From an optimization exercise on the open Yosys and OpenROAD flow, aimed at small area; shortcuts taken in it are not production practice.
In this exercise RTL edits were held to simulation tests only and were not proved equivalent to the original.
The clock port is modelled as an ideal driver; clocking choices that lean on that would not hold on a real chip.
Power is estimated from default activity; no workload was simulated.

==> design.v <==
`timescale 1 ps / 1 ps
module niosv_reset_looper (
	input  wire        clk,
	input  wire        reset,
	input  wire [11:0] csr_sub_araddr,
	input  wire [2:0]  csr_sub_arprot,
	output wire        csr_sub_arready,
	input  wire        csr_sub_arvalid,
	input  wire [11:0] csr_sub_awaddr,
	input  wire [2:0]  csr_sub_awprot,
	output wire        csr_sub_awready,
	input  wire        csr_sub_awvalid,
	input  wire        csr_sub_bready,
	output wire [1:0]  csr_sub_bresp,
	output wire        csr_sub_bvalid,
	output wire [31:0] csr_sub_rdata,
	input  wire        csr_sub_rready,
	output wire [1:0]  csr_sub_rresp,
	output wire        csr_sub_rvalid,
	input  wire [31:0] csr_sub_wdata,
	output wire        csr_sub_wready,
	input  wire [3:0]  csr_sub_wstrb,
	input  wire        csr_sub_wvalid,
	input  wire [11:0] looper_sub_araddr,
	input  wire [2:0]  looper_sub_arprot,
	output wire        looper_sub_arready,
	input  wire        looper_sub_arvalid,
	input  wire [11:0] looper_sub_awaddr,
	input  wire [2:0]  looper_sub_awprot,
	output wire        looper_sub_awready,
	input  wire        looper_sub_awvalid,
	input  wire        looper_sub_bready,
	output wire [1:0]  looper_sub_bresp,
	output wire        looper_sub_bvalid,
	output wire [31:0] looper_sub_rdata,
	input  wire        looper_sub_rready,
	output wire [1:0]  looper_sub_rresp,
	output wire        looper_sub_rvalid,
	input  wire [31:0] looper_sub_wdata,
	output wire        looper_sub_wready,
	input  wire [3:0]  looper_sub_wstrb,
	input  wire        looper_sub_wvalid
);
reg lw_aw, lw_w, lw_b;
assign looper_sub_bresp   = 2'b00;
assign looper_sub_awready = ~lw_aw;
assign looper_sub_wready  = ~lw_w;
assign looper_sub_bvalid  = lw_b;
always @ (posedge clk or posedge reset) begin
if(reset) begin
	lw_aw <= 1'b0;
	lw_w <= 1'b0;
	lw_b <= 1'b0;
end else begin
	if(~lw_aw & looper_sub_awvalid) lw_aw <= 1'b1;
	if(~lw_w & looper_sub_wvalid) lw_w <= 1'b1;
	if(lw_aw & lw_w & ~lw_b) lw_b <= 1'b1;
	if(looper_sub_bready & lw_b) begin
		lw_aw <= 1'b0;
		lw_w <= 1'b0;
		lw_b <= 1'b0;
	end
end
end
reg        lr_ar, lr_r;
reg [11:0] l_addr;
wire       l_proc = lr_ar & ~lr_r;
always @ (posedge clk) begin
	l_addr <= looper_sub_araddr;
end
always @ (posedge clk or posedge reset) begin
if(reset) begin
	lr_ar <= 1'b0;
	lr_r <= 1'b0;
end else begin
	if(~lr_ar & looper_sub_arvalid) lr_ar <= 1'b1;
	if(l_proc) lr_r <= 1'b1;
	if(looper_sub_rready & lr_r) begin
		lr_ar <= 1'b0;
		lr_r <= 1'b0;
	end
end
end
reg        cw_aw, cw_w, cw_b;
reg        c_aw4, c_aw8;
reg [31:0] c_wdata;
reg [ 3:0] c_wstrb;
wire       c_apply = cw_aw & cw_w & ~cw_b;
assign csr_sub_bresp   = 2'b00;
assign csr_sub_awready = ~cw_aw;
assign csr_sub_wready  = ~cw_w;
assign csr_sub_bvalid  = cw_b;
always @ (posedge clk) begin
	if(~cw_aw) begin
		c_aw4 <= (csr_sub_awaddr == 12'h004);
		c_aw8 <= (csr_sub_awaddr == 12'h008);
	end
	if(~cw_w) begin
		c_wdata <= csr_sub_wdata;
		c_wstrb <= csr_sub_wstrb;
	end
end
always @ (posedge clk or posedge reset) begin
if(reset) begin
	cw_aw <= 1'b0;
	cw_w <= 1'b0;
	cw_b <= 1'b0;
end else begin
	if(~cw_aw & csr_sub_awvalid) cw_aw <= 1'b1;
	if(~cw_w & csr_sub_wvalid) cw_w <= 1'b1;
	if(c_apply) cw_b <= 1'b1;
	if(csr_sub_bready & cw_b) begin
		cw_aw <= 1'b0;
		cw_w <= 1'b0;
		cw_b <= 1'b0;
	end
end
end
reg  cr_ar, cr_r;
reg  c_ar0, c_ar4;
wire c_proc = cr_ar & ~cr_r;
always @ (posedge clk) begin
	c_ar0 <= (csr_sub_araddr == 12'h000);
	c_ar4 <= (csr_sub_araddr == 12'h004);
end
always @ (posedge clk or posedge reset) begin
if(reset) begin
	cr_ar <= 1'b0;
	cr_r <= 1'b0;
end else begin
	if(~cr_ar & csr_sub_arvalid) cr_ar <= 1'b1;
	if(c_proc) cr_r <= 1'b1;
	if(csr_sub_rready & cr_r) begin
		cr_ar <= 1'b0;
		cr_r <= 1'b0;
	end
end
end
reg        jump_enable;
reg        jump_abort;
reg        lui_exec;
reg        jalr_exec;
reg        addr_field_valid;
reg [31:0] jump_addr_reg;
reg [19:0] l_hi;
reg        t1, t0;
reg        l_a0;
wire a_is0 = (l_addr == 12'h000);
wire a_is4 = (l_addr == 12'h004);
wire do_lui  = a_is0 & jump_enable & ~lui_exec;
wire do_jalr = a_is4 & jump_enable & lui_exec;
wire [11:0] l_imm = -l_addr;
wire        l_nz = ~a_is0;
wire [19:0] lui_hi = jump_addr_reg[31:12] + {19'd0, jump_addr_reg[11]};
always @ (posedge clk or posedge reset) begin
if(reset) begin
	l_hi <= 20'd0;
	t1 <= 1'b0;
	t0 <= 1'b0;
	l_a0 <= 1'b0;
end else if(l_proc) begin
	l_a0 <= l_addr[0];
	if(do_lui) begin
		l_hi <= lui_hi;
		t1 <= 1'b0;
		t0 <= 1'b1;
	end else if(do_jalr) begin
		l_hi <= {jump_addr_reg[11:0], 8'h08};
		t1 <= 1'b1;
		t0 <= 1'b0;
	end else begin
		l_hi <= {l_nz, l_imm[10:1], l_imm[11], {8{l_nz}}};
		t1 <= 1'b1;
		t0 <= 1'b1;
	end
end
end
wire t_jal  = t1 & t0;
wire t_lui  = t0 & ~t1;
wire t_jalr = t1 & ~t0;
wire t_any  = t1 | t0;
assign looper_sub_rresp  = 2'b00;
assign looper_sub_arready = ~lr_ar;
assign looper_sub_rvalid = lr_r;
assign looper_sub_rdata  = {l_hi, 4'b0000, t_lui, t1, t_any, t_lui, t_jal, t_any, t_any, t_any};
wire [11:0] j_imm = {l_hi[8], l_hi[18:9], l_a0};
wire [11:0] j_addr = -j_imm;
wire [11:0] last_addr_field = ({12{t_jal}} & j_addr) | {9'd0, t_jalr, 2'b00};
always @ (posedge clk or posedge reset) begin
if(reset) begin
	jump_enable <= 1'b0;
	jump_abort <= 1'b0;
	lui_exec <= 1'b0;
	jalr_exec <= 1'b0;
	addr_field_valid <= 1'b0;
	jump_addr_reg <= 32'h00000000;
end else begin
	if(c_apply) begin
		if(c_aw4) begin
			if(c_wstrb[1]) jump_enable <= c_wdata[12];
			jump_abort <= 1'b0;
			lui_exec <= 1'b0;
			jalr_exec <= 1'b0;
			addr_field_valid <= 1'b0;
		end
		if(c_aw8) begin
			if(c_wstrb[0]) jump_addr_reg[ 7: 0] <= c_wdata[ 7: 0];
			if(c_wstrb[1]) jump_addr_reg[15: 8] <= c_wdata[15: 8];
			if(c_wstrb[2]) jump_addr_reg[23:16] <= c_wdata[23:16];
			if(c_wstrb[3]) jump_addr_reg[31:24] <= c_wdata[31:24];
		end
	end
	if(l_proc) begin
		if(jump_enable & ~lui_exec) begin
			if(a_is0) begin
				lui_exec <= 1'b1;
			end else if(~a_is4) begin
				jump_enable <= 1'b0;
				jump_abort <= 1'b1;
			end
		end
		if(jump_enable & lui_exec) begin
			jump_enable <= 1'b0;
			if(a_is4) jalr_exec <= 1'b1;
			else jump_abort <= 1'b1;
		end
		addr_field_valid <= 1'b1;
	end
end
end
reg [31:0] csr_rdata_reg;
wire [31:0] status_rd = {15'd0, addr_field_valid, jalr_exec, lui_exec, jump_abort, jump_enable, last_addr_field};
wire [31:0] control_rd = {19'd0, jump_enable, 12'd0};
wire [31:0] read_regs = c_ar0 ? status_rd : c_ar4 ? control_rd : jump_addr_reg;
always @ (posedge clk or posedge reset) begin
if(reset) begin
	csr_rdata_reg <= 32'h00000000;
end else if(c_proc) begin
	csr_rdata_reg <= read_regs;
end
end
assign csr_sub_rresp   = 2'b00;
assign csr_sub_arready = ~cr_ar;
assign csr_sub_rvalid  = cr_r;
assign csr_sub_rdata   = csr_rdata_reg;
endmodule
==> run.sh <==
#!/bin/bash
# synth_recipe.tcl (not shown) runs the flow's synth.tcl, then flattens the netlist and writes it again
# the make line also repeats each setting of config.mk as NAME=value (left out here)
make -C /OpenROAD-flow-scripts/flow DESIGN_CONFIG=/design/flow/config.mk WORK_HOME=/design/flow/orfs CLKGATE_MAP_FILE= SYNTH_SCRIPT=/design/flow/synth_recipe.tcl finish
==> config.mk <==
export PLATFORM = sky130hd
export DESIGN_NAME = niosv_reset_looper
export DESIGN_NICKNAME = niosv_reset_looper
export VERILOG_FILES = /design/flow/design.v
export SDC_FILE = /design/flow/constraint.sdc
export NUM_CORES = 4
export LEC_CHECK = 0
export CAP_MARGIN = 20
export CORE_MARGIN = 2
export CORE_UTILIZATION = 35
export SLEW_MARGIN = 20
==> constraint.sdc <==
create_clock -name core_clock -period 5.0 [get_ports {clk}]
set_input_delay 1.0000 -clock core_clock [delete_from_list [all_inputs] [get_ports {clk}]]
set_output_delay 1.0000 -clock core_clock [all_outputs]
set_load 0.01 [all_outputs]
==> impl_metrics.yaml, run 1 <==
worst_hold_path:
  hold_class: "flop to flop"
  worstHoldPathCells: 1
  holdPathEnd: "jump_addr_reg[8]"
  hold_start: "c_wdata[8]"
synthesis:
  synth-edff-count: 38
  yosysWarningCount: 1
  synthFlopType: "dfrtp_1"
  syn_avg_cell_area_um2: 11.9
  netlist_area_um2: 6570
  yosysTopAreaCellShare: 0.389
  syn_inst: 554
  yosys.area.top_type: "dfrtp_1"
  synthArstFlopShare: 0.662
  synth-seq-cells: 154
  ys_types: 55
  synth.area.top_cells: "dfrtp_1 39%, edfxtp_1 17%, mux2_2 5.5%"
  seq_area_frac_synth: 0.605
route:
  drt_pass1_iterations: 4
  drc: 0
  routed_wl_mm: 17.0
  drt_iter0_markers: 317
  ant_nets: 0
  dr_total_vias: 4834
  wl_per_cell_um: 17.9
  viasPerCell: 5.10
place:
  io_buffer_count: 153
  dpl_cell_area_um2: 8240
  dpl.cell_count: 916
  dp_worst_setup_slack_ns: 2.35
  dp.final_hpwl_mm: 12.3
  place_congestion: 0.839
worst_setup_path:
  cpPeakStageDelay_ns: 0.64
  cpLargestDelayFamily: "buffers and inverters"
  path_cells: "inv_1 -> buf_4 -> clkdlybuf4s50_1"
  cp.arrival_ns: 1.97
  r2r-start: "l_addr[0]"
  r2r-end: "l_hi[14]"
  crit_type: "flop to output port"
  slowest_stage: "clkdlybuf4s50_1"
  endpoint_kind: "output port"
  cp.required_ns: 4.00
  start_kind: "flop"
  crit_buf_inv: 3
  rr_worst_depth: 7
  crit_fanout: 37
  r2r_setup_slack_ns: 2.57
cts:
  cts_tree: "built"
  numCtsBuffers: 17
  cts_resized: 0
  ctsLongestPathBuffers: 2
  postCtsSetupBuffers: 0
  cts_hold_buf: 0
  cts.sinks: 154
  clk_latency_ns: 0.42
  htreeDepth: 4
  clk_pin_slew_ns: 0.06
  cts_root_buf: "clkbuf_16"
floorplanning:
  start_util: 0.354
  fp.coreArea_um2: 18600
  die_h_um: 141
  die-area_um2: 19900
  rows: 50
  die_w_um: 141
  io_pins: 226
timing:
  hold_slack_ns: 0.477
  fmax_mhz: 336
  worst_slack_ns: 2.03
  worstMarginPinSlew_ns: 0.889
  fin_crit_ns: 2.97
  hold_viol: 0
  fin_skew_ns: 0.00570
  finalSetupTns_ns: 0
  fin_crit_sh: 0.595
  timing.slew.headroom: 0.402
  setup_viol: 0
  slew_viol_final: 0
  rsz0062_at_grt: "no"
final_layout:
  fin_nets: 849
  fillCellCount: 1693
  n_antenna_cell: 0
  post-route-util: 0.472
  stdcell_area_um2: 8770
  drive_above_1_share: 0.109
  stdcell_count: 948
  syn_to_final_growth_pct: 33.6
power_and_ir_drop:
  power_mw: 4.90
  p_leak_nw: 3.50
  irDropWorstVdd_mv: 0.298
  p_per_area_nw_per_um2: 559
grt:
  grt-ovfl-total: 0
  grt_max_degree: 70
  antenna_found_initial: 0
  grt_pass1_wl_mm: 26.5
  grt_usage: 0.173
  grt_pass1_vias: 4878
run:
  maxCapViolCount: 0
outcome:
  status: "no timing/DRC/antenna violations"
[worst max-delay path by stage]
stage | cells after the start | start | to
global route | 3 | cw_w | csr_sub_wready
global placement | 3 | reset | csr_rdata_reg[29]
CTS | 3 | cw_w | csr_sub_wready
detailed placement | 3 | reset | csr_rdata_reg[28]
floorplan | 1 | reset | addr_field_valid
finish | 3 | cw_w | csr_sub_wready
[synthesized netlist by cell type, types with 2 or more instances]
cell type and instances:
mux2_2 32, xnor2_1 9, and4_1 3, o221ai_1 4, nand3_1 14, nand2b_1 3, dfxtp_1 14, nand4_1 6
ha_1 4, o311ai_0 2, clkbuf_1 18, nor2_1 27, or4_1 5, buf_2 3, buf_4 21, nand2_1 54
and3_1 4, a21oi_1 16, or3_1 2, a31oi_1 4, nor3b_1 4, a22o_1 15, nor3_1 7, edfxtp_1 38
a32oi_1 5, a22oi_1 9, nor4_1 14, o31ai_1 6, inv_1 16, o21ai_0 30, xor2_1 19, and2_1 3
dfrtp_1 102, o31a_1 2, or3_2 2, mux2i_1 6, nor2b_1 3, o211ai_1 11
[cells in the final DEF (no fill, tap or decap), types with 14 or more instances in the layout]
cell / instances
clkdlybuf4s50_1: 153
dfrtp_1: 102
nand2_1: 54
edfxtp_1: 38
mux2_2: 32
o21ai_0: 30
nor2_1: 26
xor2_1: 19
clkbuf_16: 17
a21oi_1: 16
inv_1: 15
a22o_1: 15
nor4_1: 14
nand3_1: 14
dfxtp_1: 14
[worst reg2reg max path: stages, from the launching register on]
cell and delay (ns):
dfxtp_1 0.35, inv_1 0.09, ha_1 0.22, nor3b_1 0.52, and4_1 0.54, nand2_2 0.31, a2bb2oi_1 0.23, o31ai_1 0.08
[metal layers]
| metal | vias up | wire length (µm) | track usage | part of all wire |
|---|---|---|---|---|
| met1 | 2388 | 7340 | 0.220 | 0.43 |
| met3 | 13 | 1130 | 0.0598 | 0.067 |
| li1 | 2285 | - | - | - |
| met2 | 148 | 8340 | 0.287 | 0.49 |
| met5 | - | 0 | 0 | 0 |
| met4 | 0 | 194 | 0.0426 | 0.011 |
[area by class of cell]
class | instances | area [µm²] | area share
Sequential cell | 154 | 3970 | 0.453
Clock inverter | 9 | 66.3 | 0.00756
Inverter | 16 | 62.6 | 0.00713
Tap cell | 234 | 293 | 0.0334
Clock buffer | 23 | 468 | 0.0533
Timing Repair Buffer | 161 | 1590 | 0.181
Multi-Input combinational cell | 351 | 2320 | 0.264
[cells by family (layout without fill, tap and decap cells)]
group                      after synthesis  in the layout  synth area share
and+or+nand+nor                        156            156             0.118
DFF                                    154            154             0.605
AOI/OAI and AO/OA                      113            113             0.118
buffers and inverters                   60            209            0.0495
muxes                                   38             38            0.0640
xor gates and xnor gates                28             28            0.0373
adders and majority gates                4              4           0.00762
other                                    1             12          0.000571
[where the power goes]
group	total, mW	internal [mW]	leakage, nW	switching [mW]
combinational	1.55	0.832	1.54	0.715
clock	1.16	0.663	0.250	0.501
sequential	2.19	1.76	1.71	0.435
total	4.90	3.25	3.50	1.65
==> inputs of run 2 (changes only) <==
==> flow/run.sh (new file) <==
#!/bin/bash
# The standard ORFS layout (standard.sh) with these changes:
#  - synthesis maps logic with an area-oriented ABC script (flow/synth.tcl);
#  - ports are buffered with buf_1;
#  - CTS uses small clock buffers and no dummy load cells.
set -euo pipefail
here=$(pwd)
export AREA_ABC_SCRIPT=$here/flow/area.abc
export BUFFER_PORTS_ARGS="-buffer_cell sky130_fd_sc_hd__buf_1"
export CTS_ARGS="-sink_clustering_enable -repair_clock_nets -dont_use_dummy_load -buf_list sky130_fd_sc_hd__clkbuf_8"
sed "s#SYNTH_SCRIPT=[^ ]*#SYNTH_SCRIPT=$here/flow/synth.tcl#" standard.sh > area_flow.sh
bash area_flow.sh > orfs_flow.log 2>&1
==> flow/area.abc (new file) <==
&get -n
&st
&dch
&nf -R 1000
&put
strash
dch
map -a
&get -n
&st
&dch
&nf -R 1000
&put
==> flow/synth.tcl (new file) <==
# synth_recipe.tcl with one change: ABC maps the logic with flow/area.abc
# (area-oriented) instead of ORFS's speed script. Flip-flops are mapped
# before ABC runs, so registers are the same as the standard synthesis.
proc synth {args} { yosys synth -nofsm -noshare {*}$args }
proc abc {args} {
  set i [lsearch $args -script]
  lset args [expr {$i + 1}] $::env(AREA_ABC_SCRIPT)
  yosys abc {*}$args
}
source $::env(SCRIPTS_DIR)/synth.tcl
# left out here: clear keep_hierarchy, flatten, clean up, hide names made inside functions, write 1_2_yosys.v
==> standard.sh (new file) <==
#!/bin/bash
# synth_recipe.tcl (not shown) runs the flow's synth.tcl, then flattens the netlist and writes it again
# the make line also repeats each setting of config.mk as NAME=value (left out here)
make -C /OpenROAD-flow-scripts/flow DESIGN_CONFIG=/design/flow/config.mk WORK_HOME=/design/flow/orfs CLKGATE_MAP_FILE= SYNTH_SCRIPT=/design/flow/synth_recipe.tcl "${@:-finish}"
removed: run.sh
==> run 2 against run 1 <==
Net effect: clock skew is 0.021 ns higher; combinational power is 19% lower; via count shrank 2.3%; clock-buffer cell count down 6; maximum frequency down 8.7%; total power shrank 16%; critical endpoint is now l_hi[13].
==> impl_metrics.yaml, run 2 <==
final_layout:
  layout_commonest_cell: "buf_1"
  n_antenna_cell: 0
  fin_nets: 839
  drive_above_1_share: 0.0348
  post-route-util: 0.419
  final_cell_mix: "153 x buf_1, 102 x dfrtp_1, 45 x nor2_1"
  syn_to_final_growth_pct: 16.4
route:
  wl_per_cell_um: 17.8
  routed_wl_mm: 16.2
  drt_pass1_iterations: 5
  drt_iter0_markers: 322
  viasPerCell: 5.17
  dr_total_vias: 4725
  ant_nets: 0
  drc: 0
cts:
  ctsLongestPathBuffers: 2
  cts.sinks: 154
  cts_tree: "built"
  postCtsSetupBuffers: 0
  numCtsBuffers: 17
  cts_resized: 0
  clk_pin_slew_ns: 0.07
  cts_hold_buf: 0
  htreeDepth: 4
  clk_latency_ns: 0.44
  cts_root_buf: "clkbuf_8"
timing:
  rsz0062_at_grt: "no"
  slew_viol_final: 0
  setup_viol: 0
  fin_crit_ns: 3.26
  fmax_mhz: 307
  worstMarginPinSlew_ns: 0.974
  fin_crit_sh: 0.651
  fin_skew_ns: 0.0266
  finalSetupTns_ns: 0
  hold_viol: 0
  timing.slew.headroom: 0.349
worst_hold_path:
  hold_class: "flop to flop"
  hold_start: "c_wdata[21]"
worst_setup_path:
  endpoint_kind: "flop"
  startpoint: "l_addr[8]"
  r2r_setup_slack_ns: 1.74
  crit_fanout: 12
  cpLargestDelayFamily: "simple AND/OR/NAND/NOR gates"
  cpPeakStageDelay_ns: 0.67
  path_cells: "or3_1 -> or4_1 -> nor4_1 -> nand2_1 -> or2_0 -> nor2_1 -> nor3_1 -> o22a_1"
  cp.required_ns: 5.33
  crit_type: "flop to flop"
  crit_buf_inv: 0
  cp.arrival_ns: 3.58
  slowest_stage: "nor2_1"
  r2r-start: "l_addr[8]"
  start_kind: "flop"
synthesis:
  yosysWarningCount: 1
  synth-edff-count: 38
  syn_inst: 523
  synthArstFlopShare: 0.662
  yosys.area.top_type: "dfrtp_1"
  syn_avg_cell_area_um2: 12.0
  synth_most_common_cell: "dfrtp_1"
  synthTopCellsByCount: "102 x dfrtp_1, 45 x nor2_1, 41 x a21oi_1, 41 x nand2_1, 38 x edfxtp_1"
  netlist_area_um2: 6270
  synthFlopType: "dfrtp_1"
  synth-seq-cells: 154
  seq_area_frac_synth: 0.633
  synth.area.top_cells: "dfrtp_1 41%, edfxtp_1 18%, mux2_1 5.7%"
  ys_types: 41
  yosysTopAreaCellShare: 0.407
power_and_ir_drop:
  irDropWorstVdd_mv: 0.236
  p_leak_nw: 2.89
  internal-power_mw: 2.57
  p_comb_frac: 0.305
  p_clk_frac: 0.167
  p_sw_frac: 0.379
  p_per_area_nw_per_um2: 566
  p_sw_mw: 1.57
  p_seq_frac: 0.527
place:
  place_congestion: 0.890
  io_buffer_count: 153
  dp.final_hpwl_mm: 11.8
grt:
  grt_max_degree: 66
  grt_pass1_wl_mm: 24.6
  antenna_found_initial: 0
  grt-ovfl-total: 0
  grt_pass1_vias: 4627
  grt_usage: 0.175
floorplanning:
  rows: 48
  io_pins: 226
  die_w_um: 138
  die-area_um2: 19000
  fp.coreArea_um2: 17400
  die_h_um: 138
  start_util: 0.360
run:
  maxCapViolCount: 0
outcome:
  status: "no timing/DRC/antenna violations"
==> run 2: area by class of cell <==
cell class	instances	area, µm²
fillers	1724	10100
flip-flops and latches	154	3970
multi-input cells	344	2140
repair buffers	158	612
well taps	225	282
clock buffers	17	234
inverters	16	62.6
==> run 2: cells by family after synthesis <==
family / synth area share
adder cells (fa/ha/maj): 0.00798
other: 0.000598
multiplexers: 0.0606
AND/OR/NAND/NOR: 0.112
XOR/XNOR: 0.0195
flip-flops: 0.633
AO/OA/AOI/OAI: 0.132
buffers and inverters: 0.0335
==> run 2: path summary, 6_finish.rpt <==
check / endpoint / depth (start not counted)
setup / recovery: l_hi[13] / 8
hold / removal: jump_addr_reg[21] / 1
setup reg to reg: l_hi[13] / 8
hold reg to reg: jump_addr_reg[21] / 1
max in group asynchronous: addr_field_valid / 3
min in group asynchronous: jump_addr_reg[15] / 2
==> run 2: layer usage <==
| metal | share of wire | global-route usage | up-vias |
|---|---|---|---|
| li1 | - | - | 2204 |
| met1 | 0.43 | 0.228 | 2307 |
| met2 | 0.48 | 0.289 | 198 |
| met3 | 0.067 | 0.0391 | 16 |
| met4 | 0.018 | 0.0601 | 0 |
| met5 | 0 | 0 | - |
==> run 2: power groups by stage <==
stage                     Sequential (mW)  Clock, mW  Combinational (mW)
after CTS                            2.18      0.713                1.29
after global routing                 2.24      0.763                1.41
after floorplan                      2.17          0               0.724
after detailed placement             2.20          0                1.28
final                                2.18      0.692                1.26
after global placement               2.17          0                1.24
==> run 2: worst register-to-register path: stages, from the launching register on <==
cell and delay, ns:
dfxtp_1 0.34, or3_1 0.39, or4_1 0.42, nor4_1 0.35
nand2_1 0.12, or2_0 0.48, nor2_1 0.68, nor3_1 0.15
o22a_1 0.21
==> run 2: stage by stage <==
step | setup slack [ns] | cell area, µm² | hold slack [ns] | std cells | power, mW
2_1_floorplan | 2.04 | 6310 | 0.432 | 534 | 2.89
5_1_grt | 1.57 | 7300 | 0.476 | 914 | 4.42
6_report | 1.74 | 7300 | 0.455 | 914 | 4.13
3_3_place_gp | 1.79 | 7070 | 0.440 | 897 | 3.41
3_5_place_dp | 1.77 | 7070 | 0.441 | 897 | 3.48
4_1_cts | 1.75 | 7300 | 0.464 | 914 | 4.18
==> inputs of run 3 (changes only) <==
--- a/design.v
+++ b/design.v
@@ -154,2 +154,5 @@
 wire [19:0] lui_hi = jump_addr_reg[31:12] + {19'd0, jump_addr_reg[11]};
+always @ (posedge clk) begin
+	if(l_proc) l_a0 <= l_addr[0];
+end
 always @ (posedge clk or posedge reset) begin
@@ -159,5 +162,3 @@
 	t0 <= 1'b0;
-	l_a0 <= 1'b0;
 end else if(l_proc) begin
-	l_a0 <= l_addr[0];
 	if(do_lui) begin
==> flow/run.sh (replaced) <==
#!/bin/bash
# The standard ORFS layout (standard.sh) with these changes:
#  - synthesis maps logic with an area-oriented ABC script (flow/synth.tcl);
#  - ports are buffered with buf_1;
#  - CTS builds the tree from clkbuf_4 (root clkbuf_8) without dummy load
#    cells, then leaf buffers with a large fanout are upsized to clkbuf_8
#    (flow/clk_upsize.tcl) to keep flip-flop clock slews low.
set -euo pipefail
here=$(pwd)
export AREA_ABC_SCRIPT=$here/flow/area.abc
export BUFFER_PORTS_ARGS="-buffer_cell sky130_fd_sc_hd__buf_1"
export CTS_ARGS="-sink_clustering_enable -repair_clock_nets -dont_use_dummy_load -buf_list sky130_fd_sc_hd__clkbuf_4 -root_buf sky130_fd_sc_hd__clkbuf_8"
sed "s#SYNTH_SCRIPT=[^ ]*#SYNTH_SCRIPT=$here/flow/synth.tcl#" standard.sh > area_flow.sh
bash area_flow.sh cts > orfs_flow_to_cts.log 2>&1
RESULTS_DIR=$(ls -d $here/orfs/results/*/niosv_reset_looper/base) openroad -no_init -exit $here/flow/clk_upsize.tcl > clk_upsize.log 2>&1
bash area_flow.sh > orfs_flow.log 2>&1
==> flow/clk_upsize.tcl (new file) <==
# Upsize the clock tree's leaf buffers that drive many flip-flops
# (fanout >= 10) from clkbuf_4 to clkbuf_8, then re-legalize placement.
set results $::env(RESULTS_DIR)
read_db $results/4_cts.odb
set block [ord::get_db_block]
set big [[ord::get_db] findMaster sky130_fd_sc_hd__clkbuf_8]
foreach inst [$block getInsts] {
  if {[[$inst getMaster] getName] ne "sky130_fd_sc_hd__clkbuf_4"} { continue }
  set net [[$inst findITerm X] getNet]
  if {$net eq "NULL" || [$net getSigType] ne "CLOCK"} { continue }
  set fanout [expr {[llength [$net getITerms]] - 1}]
  if {$fanout >= 10} {
    puts "upsizing [$inst getName] (fanout $fanout)"
    $inst swapMaster $big
  }
}
detailed_placement
check_placement -verbose
write_db $results/4_cts.odb
==> run 3 against run 2 <==
Net effect: sequential cell count unchanged; clock-buffer cell count unchanged; critical path type unchanged; worst setup slack better by 0.11 ns; largest power group unchanged; register-to-register slack better by 0.11 ns; global-route usage up 0.11 points.
==> impl_metrics.yaml, run 3 <==
timing:
  fin_crit_sh: 0.629
  fin_crit_ns: 3.15
  worstMarginPinSlew_ns: 0.817
  finalSetupTns_ns: 0
  rsz0062_at_grt: "no"
  setup_viol: 0
  fmax_mhz: 318
  hold_viol: 0
  hold_slack_ns: 0.436
  fin_skew_ns: 0.0339
  timing.slew.headroom: 0.455
  slew_viol_final: 0
power_and_ir_drop:
  irDropWorstVdd_mv: 0.236
  p_per_area_nw_per_um2: 558
  p_leak_nw: 2.84
worst_setup_path:
  r2r-start: "l_addr[1]"
  rr_worst_depth: 11
  cp.arrival_ns: 3.50
  r2r_setup_slack_ns: 1.85
  start_kind: "flop"
  r2r-end: "l_hi[5]"
  endpoint_kind: "flop"
  cp.required_ns: 5.35
  crit_fanout: 8
  crit_type: "flop to flop"
outcome:
  status: "no timing/DRC/antenna violations"
synthesis:
  synth-edff-count: 39
  seq_area_frac_synth: 0.636
  syn_inst: 519
  synthFlopType: "dfrtp_1"
  synth.area.top_cells: "dfrtp_1 40%, edfxtp_1 19%, mux2_1 5.6%"
  synth-seq-cells: 154
  syn_avg_cell_area_um2: 12.1
  yosysTopAreaCellShare: 0.404
  ys_types: 43
  synthTopCellsByCount: "101 x dfrtp_1, 50 x nand2_1, 40 x nor2_1"
  netlist_area_um2: 6260
  synth_most_common_cell: "dfrtp_1"
  yosysWarningCount: 1
  yosys.area.top_type: "dfrtp_1"
  synthArstFlopShare: 0.656
final_layout:
  fillCellCount: 1690
  fin_nets: 835
  seq_area_um2: 3980
  syn_to_final_growth_pct: 15.8
  drive_above_1_share: 0.0365
  n_antenna_cell: 0
  layout_commonest_cell: "buf_1"
  multi_input_area_um2: 2120
  final_cell_mix: "153 x buf_1, 101 x dfrtp_1, 50 x nand2_1"
grt:
  grt-ovfl-total: 0
  grt_max_degree: 67
  antenna_found_initial: 0
  grt_pass1_vias: 4632
  grt_usage: 0.176
  grt_pass1_wl_mm: 24.8
route:
  wl_per_cell_um: 17.6
  drc: 0
  dr_total_vias: 4655
  ant_nets: 0
  viasPerCell: 5.12
  drt_pass1_iterations: 5
  drt_iter0_markers: 287
  routed_wl_mm: 16.0
cts:
  cts_tree: "built"
  cts_resized: 0
  postCtsSetupBuffers: 0
  numCtsBuffers: 17
  htreeDepth: 4
  cts_root_buf: "clkbuf_8"
  cts_hold_buf: 0
  clk_pin_slew_ns: 0.10
  cts.sinks: 154
  ctsLongestPathBuffers: 2
  clk_latency_ns: 0.43
floorplanning:
  fp.coreArea_um2: 17400
  start_util: 0.359
  io_pins: 226
  die_w_um: 138
  rows: 48
  die_h_um: 138
  die-area_um2: 19000
worst_hold_path:
  hold_class: "flop to flop"
  holdPathEnd: "jump_addr_reg[5]"
  hold_start: "c_wdata[5]"
  worstHoldPathCells: 1
place:
  dp.final_hpwl_mm: 11.5
  place_congestion: 0.851
  io_buffer_count: 153
run:
  maxCapViolCount: 0
==> run 3: changes by cell type in the layout (fill, tap and decap cells not counted), sizes merged, moves of 5 or more <==
cell	before	now
a22oi	8	17
a21oi	41	26
nor2	45	40
xnor2	4	9
nand2	41	50
and3	9	4
==> run 3: worst max-delay path by stage <==
stage / start / to / slack [ns] / cells after the start
after detailed placement: l_addr[0] / l_hi[7] / 1.47 / 10
after global routing: l_addr[1] / l_hi[7] / 1.51 / 10
after global placement: l_addr[0] / l_hi[7] / 1.48 / 10
after CTS: l_addr[0] / l_hi[13] / 1.45 / 11
after floorplan: cr_r / csr_rdata_reg[2] / 1.95 / 4
final: l_addr[1] / l_hi[5] / 1.85 / 11
==> run 3: kinds of logic (layout without fill, tap and decap cells) <==
logic type,count (synthesis),in the layout,synth area share
other,1,12,0.000599
flip-flops,154,154,0.636
adder cells (fa/ha/maj),4,4,0.00800
AND/OR/NAND/NOR,150,150,0.112
multiplexers,32,32,0.0574
XOR/XNOR,23,23,0.0322
AO/OA/AOI/OAI,117,117,0.119
buffers and inverters,38,193,0.0348
==> run 3: cell type report <==
class / instances / share of cell area
repair buffers: 158 / 0.0844
multi-input cells: 338 / 0.293
well taps: 225 / 0.0388
flip-flops and latches: 154 / 0.549
inverters: 18 / 0.00967
clock buffers: 17 / 0.0254
==> run 3: power breakdown <==
group          switching (mW)  internal [mW]
clock network           0.378          0.234
registers               0.391           1.77
logic                   0.782          0.494
total                    1.55           2.49
==> run 3: critical path, cell delays in order (launching register included) <==
cell      delay [ns]
dfxtp_1         0.34
clkinv_1        0.05
ha_1            0.19
nand2_1         0.10
nor3_1          0.23
nor3b_1         0.33
nand2_1         0.18
nor4_2          0.57
and2_0          0.62
o21ai_0         0.18
a21oi_1         0.15
a221o_1         0.12
==> run 3: routing by layer <==
metal / vias up / share of wire / track usage
li1: 2191 / - / -
met1: 2304 / 0.43 / 0.228
met2: 148 / 0.49 / 0.285
met3: 12 / 0.069 / 0.0592
met4: 0 / 0.013 / 0.0459
met5: - / 0 / 0
==> run 3: stage by stage <==
step	utilization	cells	power, mW	instance area (µm²)	worst slack [ns]
after global placement	0.405	893	3.41	7050	1.48
after CTS	0.413	910	4.00	7180	1.45
after floorplan	-	530	2.89	6300	1.95
final	0.416	910	4.04	7250	1.85
after global routing	0.416	910	4.34	7250	1.51
after detailed placement	0.405	893	3.47	7050	1.47
==> inputs of run 4 (changes only) <==
--- a/flow/run.sh
+++ b/flow/run.sh
@@ -4,2 +4,3 @@
 #  - ports are buffered with buf_1;
+#  - one tie cell drives all constant outputs (no per-load tie cells);
 #  - CTS builds the tree from clkbuf_4 (root clkbuf_8) without dummy load
@@ -10,2 +11,3 @@
 export AREA_ABC_SCRIPT=$here/flow/area.abc
+export SKIP_REPAIR_TIE_FANOUT=1
 export BUFFER_PORTS_ARGS="-buffer_cell sky130_fd_sc_hd__buf_1"
==> run 4 against run 3 <==
Net effect: non-clock buffer count unchanged; largest power group unchanged; combinational power about the same; synthesized cell count unchanged; still clean; sequential cell count unchanged; cell area down 0.74%; hold slack better by 0.012 ns; largest cell class unchanged; synthesized area unchanged; sequential share of layout area up 0.41 points.
==> impl_metrics.yaml, run 4 <==
worst_setup_path:
  cp.arrival_ns: 3.52
  cp_common_cell: "nand2_1"
  crit_buf_inv: 1
  crit_fanout: 8
  cpPeakStageDelay_ns: 0.60
  cp.required_ns: 5.35
  path_cells: "clkinv_1 -> ha_1 -> nand2_1 -> nor3_1 -> nor3b_1 -> nand2_1 -> nor4_2 -> and2_0 -> o21ai_0 -> a21oi_1 -> a221o_1"
  endpoint_kind: "flop"
  start_kind: "flop"
  crit_type: "flop to flop"
  cpLargestDelayFamily: "simple AND/OR/NAND/NOR gates"
  slowest_stage: "and2_0"
grt:
  grt_max_degree: 68
  grt_pass1_vias: 4579
  grt-ovfl-total: 0
  grt_usage: 0.174
  antenna_found_initial: 0
  grt_pass1_wl_mm: 24.5
synthesis:
  synth.area.top_cells: "dfrtp_1 40%, edfxtp_1 19%, mux2_1 5.6%"
  yosys.area.top_type: "dfrtp_1"
  synthFlopType: "dfrtp_1"
  yosysWarningCount: 1
  yosysTopAreaCellShare: 0.404
  synth_most_common_cell: "dfrtp_1"
  synth-seq-cells: 154
  syn_avg_cell_area_um2: 12.1
  seq_area_frac_synth: 0.636
  synthArstFlopShare: 0.656
  synthTopCellsByCount: "101 x dfrtp_1, 50 x nand2_1, 40 x nor2_1"
  netlist_area_um2: 6260
  syn_inst: 519
  synth-edff-count: 39
  ys_types: 43
power_and_ir_drop:
  p_sw_frac: 0.384
  p_per_area_nw_per_um2: 561
  p_sw_mw: 1.55
  p_comb_frac: 0.315
  p_seq_frac: 0.536
  p_clk_frac: 0.149
  p_leak_nw: 2.81
  irDropWorstVdd_mv: 0.215
  internal-power_mw: 2.48
timing:
  worst_slack_ns: 1.82
  finalSetupTns_ns: 0
  slew_viol_final: 0
  fmax_mhz: 315
  fin_skew_ns: 0.0426
  rsz0062_at_grt: "no"
  worstMarginPinSlew_ns: 0.966
  fin_crit_ns: 3.18
  fin_crit_sh: 0.635
  setup_viol: 0
  hold_viol: 0
  timing.slew.headroom: 0.352
cts:
  cts_root_buf: "clkbuf_8"
  cts_resized: 0
  ctsLongestPathBuffers: 2
  clk_pin_slew_ns: 0.11
  numCtsBuffers: 17
  cts_hold_buf: 0
  htreeDepth: 4
  clk_latency_ns: 0.44
  postCtsSetupBuffers: 0
  cts_tree: "built"
  cts.sinks: 154
outcome:
  status: "no timing/DRC/antenna violations"
floorplanning:
  die_h_um: 138
  io_pins: 226
  fp.coreArea_um2: 17400
  start_util: 0.359
  die-area_um2: 19000
  die_w_um: 138
  rows: 48
final_layout:
  final_cell_mix: "153 x buf_1, 101 x dfrtp_1, 50 x nand2_1"
  layout_commonest_cell: "buf_1"
  multi_input_area_um2: 2070
  n_antenna_cell: 0
  syn_to_final_growth_pct: 14.9
  drive_above_1_share: 0.0371
  seq_area_um2: 3980
  fillCellCount: 1699
  fin_nets: 824
worst_hold_path:
  hold_class: "flop to flop"
place:
  place_congestion: 0.852
  dp_worst_setup_slack_ns: 1.50
  dp.final_hpwl_mm: 11.5
  io_buffer_count: 153
route:
  viasPerCell: 5.10
  drt_pass1_iterations: 5
  drc: 0
  routed_wl_mm: 15.9
  drt_iter0_markers: 304
  wl_per_cell_um: 17.7
  dr_total_vias: 4582
  ant_nets: 0
run:
  maxCapViolCount: 0
run 4: worst paths after layout:
path                                  start           endpoint  slack (ns)  cells after the start
worst min-delay path            c_wdata[10]  jump_addr_reg[10]        0.45                      1
worst max register to register    l_addr[1]            l_hi[5]        1.82                     11
min in group asynchronous             reset              cr_ar        0.69                      2
worst min register to register  c_wdata[10]  jump_addr_reg[10]        0.45                      1
worst max-delay path              l_addr[1]            l_hi[5]        1.82                     11
max in group asynchronous             reset   jump_addr_reg[4]        3.30                      3
run 4: power groups by stage:
stage,registers [mW],logic (mW),clock network (mW)
finish,2.16,1.27,0.603
global route,2.22,1.42,0.678
CTS,2.16,1.29,0.558
detailed placement,2.19,1.28,0
global placement,2.17,1.24,0
floorplan,2.17,0.720,0
run 4: routing by layer:
layer  vias up  global-route usage  part of all wire
met5         -                   0                 0
met4         0              0.0624             0.021
met3        19              0.0530             0.073
met2       163               0.280              0.47
met1      2219               0.224              0.43
li1       2181                   -                 -
run 4: layout make-up:
cell class	count	area share
Sequential cell	154	0.553
Multi-Input combinational cell	327	0.288
Timing Repair Buffer	158	0.0851
Tap cell	225	0.0391
Clock buffer	17	0.0247
Inverter	18	0.00974
run 4: through the flow:
step	std cells	utilization	hold slack (ns)	cell area, µm²	total power, mW
final	899	0.413	0.448	7190	4.03
after CTS	899	0.410	0.446	7140	4.01
after detailed placement	882	0.402	0.443	7010	3.46
after global routing	899	0.413	0.462	7190	4.32
after floorplan	519	-	0.432	6260	2.89
after global placement	882	0.402	0.436	7010	3.41
run 4: cell families (layout without fill, tap and decap cells):
logic type / count (synthesis) / in the layout / synth area share
DFF: 154 / 154 / 0.636
and+or+nand+nor: 150 / 150 / 0.112
AOI/OAI and AO/OA: 117 / 117 / 0.119
buffers and inverters: 38 / 193 / 0.0348
muxes: 32 / 32 / 0.0574
xor gates and xnor gates: 23 / 23 / 0.0322
adders and majority gates: 4 / 4 / 0.00800
other: 1 / 1 / 0.000599
==> inputs of run 5 (changes only) <==
--- a/design.v
+++ b/design.v
@@ -153,3 +153,10 @@
 wire        l_nz = ~a_is0;
-wire [19:0] lui_hi = jump_addr_reg[31:12] + {19'd0, jump_addr_reg[11]};
+wire [20:0] lui_c;
+wire [19:0] lui_hi;
+assign lui_c[0] = jump_addr_reg[11];
+genvar gi;
+generate for (gi = 0; gi < 20; gi = gi + 1) begin : g_inc
+	assign lui_hi[gi] = jump_addr_reg[12 + gi] ^ lui_c[gi];
+	assign lui_c[gi + 1] = jump_addr_reg[12 + gi] & lui_c[gi];
+end endgenerate
 always @ (posedge clk) begin
==> run 5 against run 4 <==
Net effect: sequential power decreased by 2%; largest power group unchanged; wire length decreased by 6.9%; maximum frequency is 31% lower; worst setup slack worse by 1.4 ns; total power down 1.7%; clock-buffer cell count stayed put; sequential cell count is the same; still clean; highest routed layer unchanged; via count shrank 5.8%; register-to-register slack got worse by 1.4 ns.
==> impl_metrics.yaml, run 5 <==
place:
  dpl.cell_count: 850
  dp.final_hpwl_mm: 11.2
  dp_worst_setup_slack_ns: 0.326
  place_congestion: 0.824
  dpl_cell_area_um2: 6950
  io_buffer_count: 153
synthesis:
  yosys.area.top_type: "dfrtp_1"
  netlist_area_um2: 6190
  synth.area.top_cells: "dfrtp_1 41%, edfxtp_1 19%, mux2_1 5.8%"
  synthArstFlopShare: 0.656
  seq_area_frac_synth: 0.642
  syn_inst: 486
  ys_types: 39
  synthTopCellsByCount: "101 x dfrtp_1, 45 x nand2_1, 39 x edfxtp_1"
  synth-seq-cells: 154
  yosysWarningCount: 1
  yosysTopAreaCellShare: 0.408
  synthFlopType: "dfrtp_1"
  synth-edff-count: 39
  syn_avg_cell_area_um2: 12.7
  synth_most_common_cell: "dfrtp_1"
power_and_ir_drop:
  irDropWorstVdd_mv: 0.338
  p_seq_frac: 0.535
  p_leak_nw: 2.88
  p_sw_frac: 0.375
  power_mw: 3.96
  p_comb_frac: 0.315
  p_clk_frac: 0.149
  p_per_area_nw_per_um2: 557
  internal-power_mw: 2.48
  p_sw_mw: 1.48
timing:
  setup_viol: 0
  timing.slew.headroom: 0.267
  fin_crit_sh: 0.915
  worst_slack_ns: 0.425
  fin_crit_ns: 4.58
  fin_skew_ns: 0.0270
  rsz0062_at_grt: "no"
  fmax_mhz: 219
  hold_slack_ns: 0.450
  slew_viol_final: 0
  finalSetupTns_ns: 0
  worstMarginPinSlew_ns: 1.09
  hold_viol: 0
worst_setup_path:
  endpoint_kind: "flop"
  start_kind: "flop"
  cp_common_cell: "ha_1"
  crit_fanout: 4
  path_cells: "ha_1 -> ha_1 -> ha_1 -> ha_1 -> ha_1 -> ha_1 -> ha_1 -> ha_1 -> ha_1 -> ha_1 -> ha_1 -> ha_1 -> ha_1 -> ha_1 -> ha_1 -> ha_1 -> ha_1 -> ha_1 -> ha_1 -> xnor2_1 -> o221ai_1 -> o21a_1"
  cpPeakStageDelay_ns: 0.44
  cp.required_ns: 5.32
  slowest_stage: "dfrtp_1"
  crit_type: "flop to flop"
  cp.arrival_ns: 4.90
route:
  drc: 0
  drt_iter0_markers: 223
  routed_wl_mm: 14.8
  wl_per_cell_um: 17.1
  dr_total_vias: 4317
  ant_nets: 0
  viasPerCell: 4.98
  drt_pass1_iterations: 5
grt:
  grt_usage: 0.163
  grt-ovfl-total: 0
  grt_pass1_wl_mm: 23.0
  antenna_found_initial: 0
  grt_pass1_vias: 4424
  grt_max_degree: 60
floorplanning:
  die_w_um: 137
  start_util: 0.358
  io_pins: 226
  die-area_um2: 18800
  die_h_um: 137
  rows: 48
  fp.coreArea_um2: 17300
outcome:
  status: "no timing/DRC/antenna violations"
cts:
  cts_tree: "built"
  postCtsSetupBuffers: 0
  cts_hold_buf: 0
  ctsLongestPathBuffers: 2
  clk_latency_ns: 0.43
  cts_root_buf: "clkbuf_8"
  htreeDepth: 4
  clk_pin_slew_ns: 0.09
  cts.sinks: 154
  cts_resized: 0
  numCtsBuffers: 17
final_layout:
  syn_to_final_growth_pct: 15.0
  post-route-util: 0.412
  layout_commonest_cell: "buf_1"
  stdcell_count: 867
  fin_nets: 809
  fillCellCount: 1715
  stdcell_area_um2: 7120
  final_cell_mix: "153 x buf_1, 101 x dfrtp_1, 45 x nand2_1"
  drive_above_1_share: 0.0389
  n_antenna_cell: 0
worst_hold_path:
  hold_class: "flop to flop"
run:
  maxCapViolCount: 0
run 5: cell types whose count changed in the layout (fill, tap and decap cells not counted), sizes merged, moves of 3 or more:
cell / change
xnor2: -3
a22oi: +6
nor3: -3
and3: -4
nand2: -5
a31oi: -6
nor2: -7
nand3: -5
ha: +17
o211ai: -5
a21oi: -7
xor2: -9
run 5: kinds of logic after synthesis:
group | count (synthesis) | synth area share
multiplexers | 33 | 0.0598
AO/OA/AOI/OAI | 110 | 0.118
buffers and inverters | 38 | 0.0352
XOR/XNOR | 11 | 0.0156
AND/OR/NAND/NOR | 118 | 0.0859
flip-flops | 154 | 0.642
other | 1 | 0.000605
adder cells (fa/ha/maj) | 21 | 0.0424
run 5: critical path: cells and delay by family, from the launching register on:
kind / cells / cell delay, ns
flip-flops: 1 / 0.44
adder cells (fa/ha/maj): 19 / 3.52
AO/OA/AOI/OAI: 2 / 0.27
XOR/XNOR: 1 / 0.27
run 5: final timing paths:
path,start,to,slack [ns],cells past startpoint
worst max-delay path,jump_addr_reg[11],l_hi[19],0.42,22
worst min-delay path,c_wdata[20],jump_addr_reg[20],0.45,1
worst max register to register,jump_addr_reg[11],l_hi[19],0.42,22
worst min register to register,c_wdata[20],jump_addr_reg[20],0.45,1
max in group asynchronous,reset,cw_b,3.19,3
min in group asynchronous,reset,csr_rdata_reg[29],0.60,2
run 5: area by class of cell:
class | count | area [µm²] | share of cell area
Inverter | 18 | 70.1 | 0.00984
Tap cell | 225 | 282 | 0.0395
Multi-Input combinational cell | 294 | 2000 | 0.281
Clock buffer | 17 | 171 | 0.0241
Sequential cell | 154 | 3980 | 0.559
Timing Repair Buffer | 159 | 619 | 0.0869
run 5: power groups by stage:
stage	logic [mW]	registers, mW	clock network (mW)
4_1_cts	1.28	2.13	0.559
3_3_place_gp	1.24	2.14	0
3_5_place_dp	1.27	2.16	0
6_report	1.25	2.12	0.592
2_1_floorplan	0.738	2.14	0
5_1_grt	1.40	2.19	0.669
run 5: per-layer routing:
metal | vias to the layer above | track usage | part of all wire
met5 | - | 0 | 0
met4 | 0 | 0.0538 | 0.017
met3 | 19 | 0.0441 | 0.060
met2 | 143 | 0.266 | 0.48
met1 | 2084 | 0.210 | 0.44
li1 | 2071 | - | -

[separate check: timing with driven ports]
The flow's constraints put no driver on any port. The routed layouts listed below were extracted and timed again, unchanged, in two steps.
Step 1 sets driving cells, clkbuf_16 on the clock port and buf_2 on the other inputs (assumed; they add their load-dependent delay and slew).
Step 2 also shifts input and output timing later by t, the mid clock arrival at the registers, as if the neighbouring blocks saw the same clock.
a / b / c = ideal ports / drivers / drivers and shift; a / b = the first two.
run | t, ns | slack for setup (ns) | hold WS [ns] | worst register clock-pin slew, ns | pins driven straight from the clock port
run 1 | 0.458 | 2.027 / 1.984 / 2.442 | 0.477 / 0.477 / 0.477 | 0.06 / 0.06 | 1
run 2 | 0.472 | 1.744 / 1.744 / 1.744 | 0.455 / 0.455 / 0.455 | 0.08 / 0.08 | 1
run 3 | 0.453 | 1.854 / 1.854 / 1.854 | 0.436 / 0.436 / 0.436 | 0.10 / 0.10 | 1
run 4 | 0.460 | 1.825 / 1.825 / 1.825 | 0.448 / 0.448 / 0.448 | 0.11 / 0.11 | 1
run 5 | 0.447 | 0.425 / 0.425 / 0.425 | 0.450 / 0.450 / 0.450 | 0.10 / 0.10 | 1
After both steps every run listed still meets setup and hold.
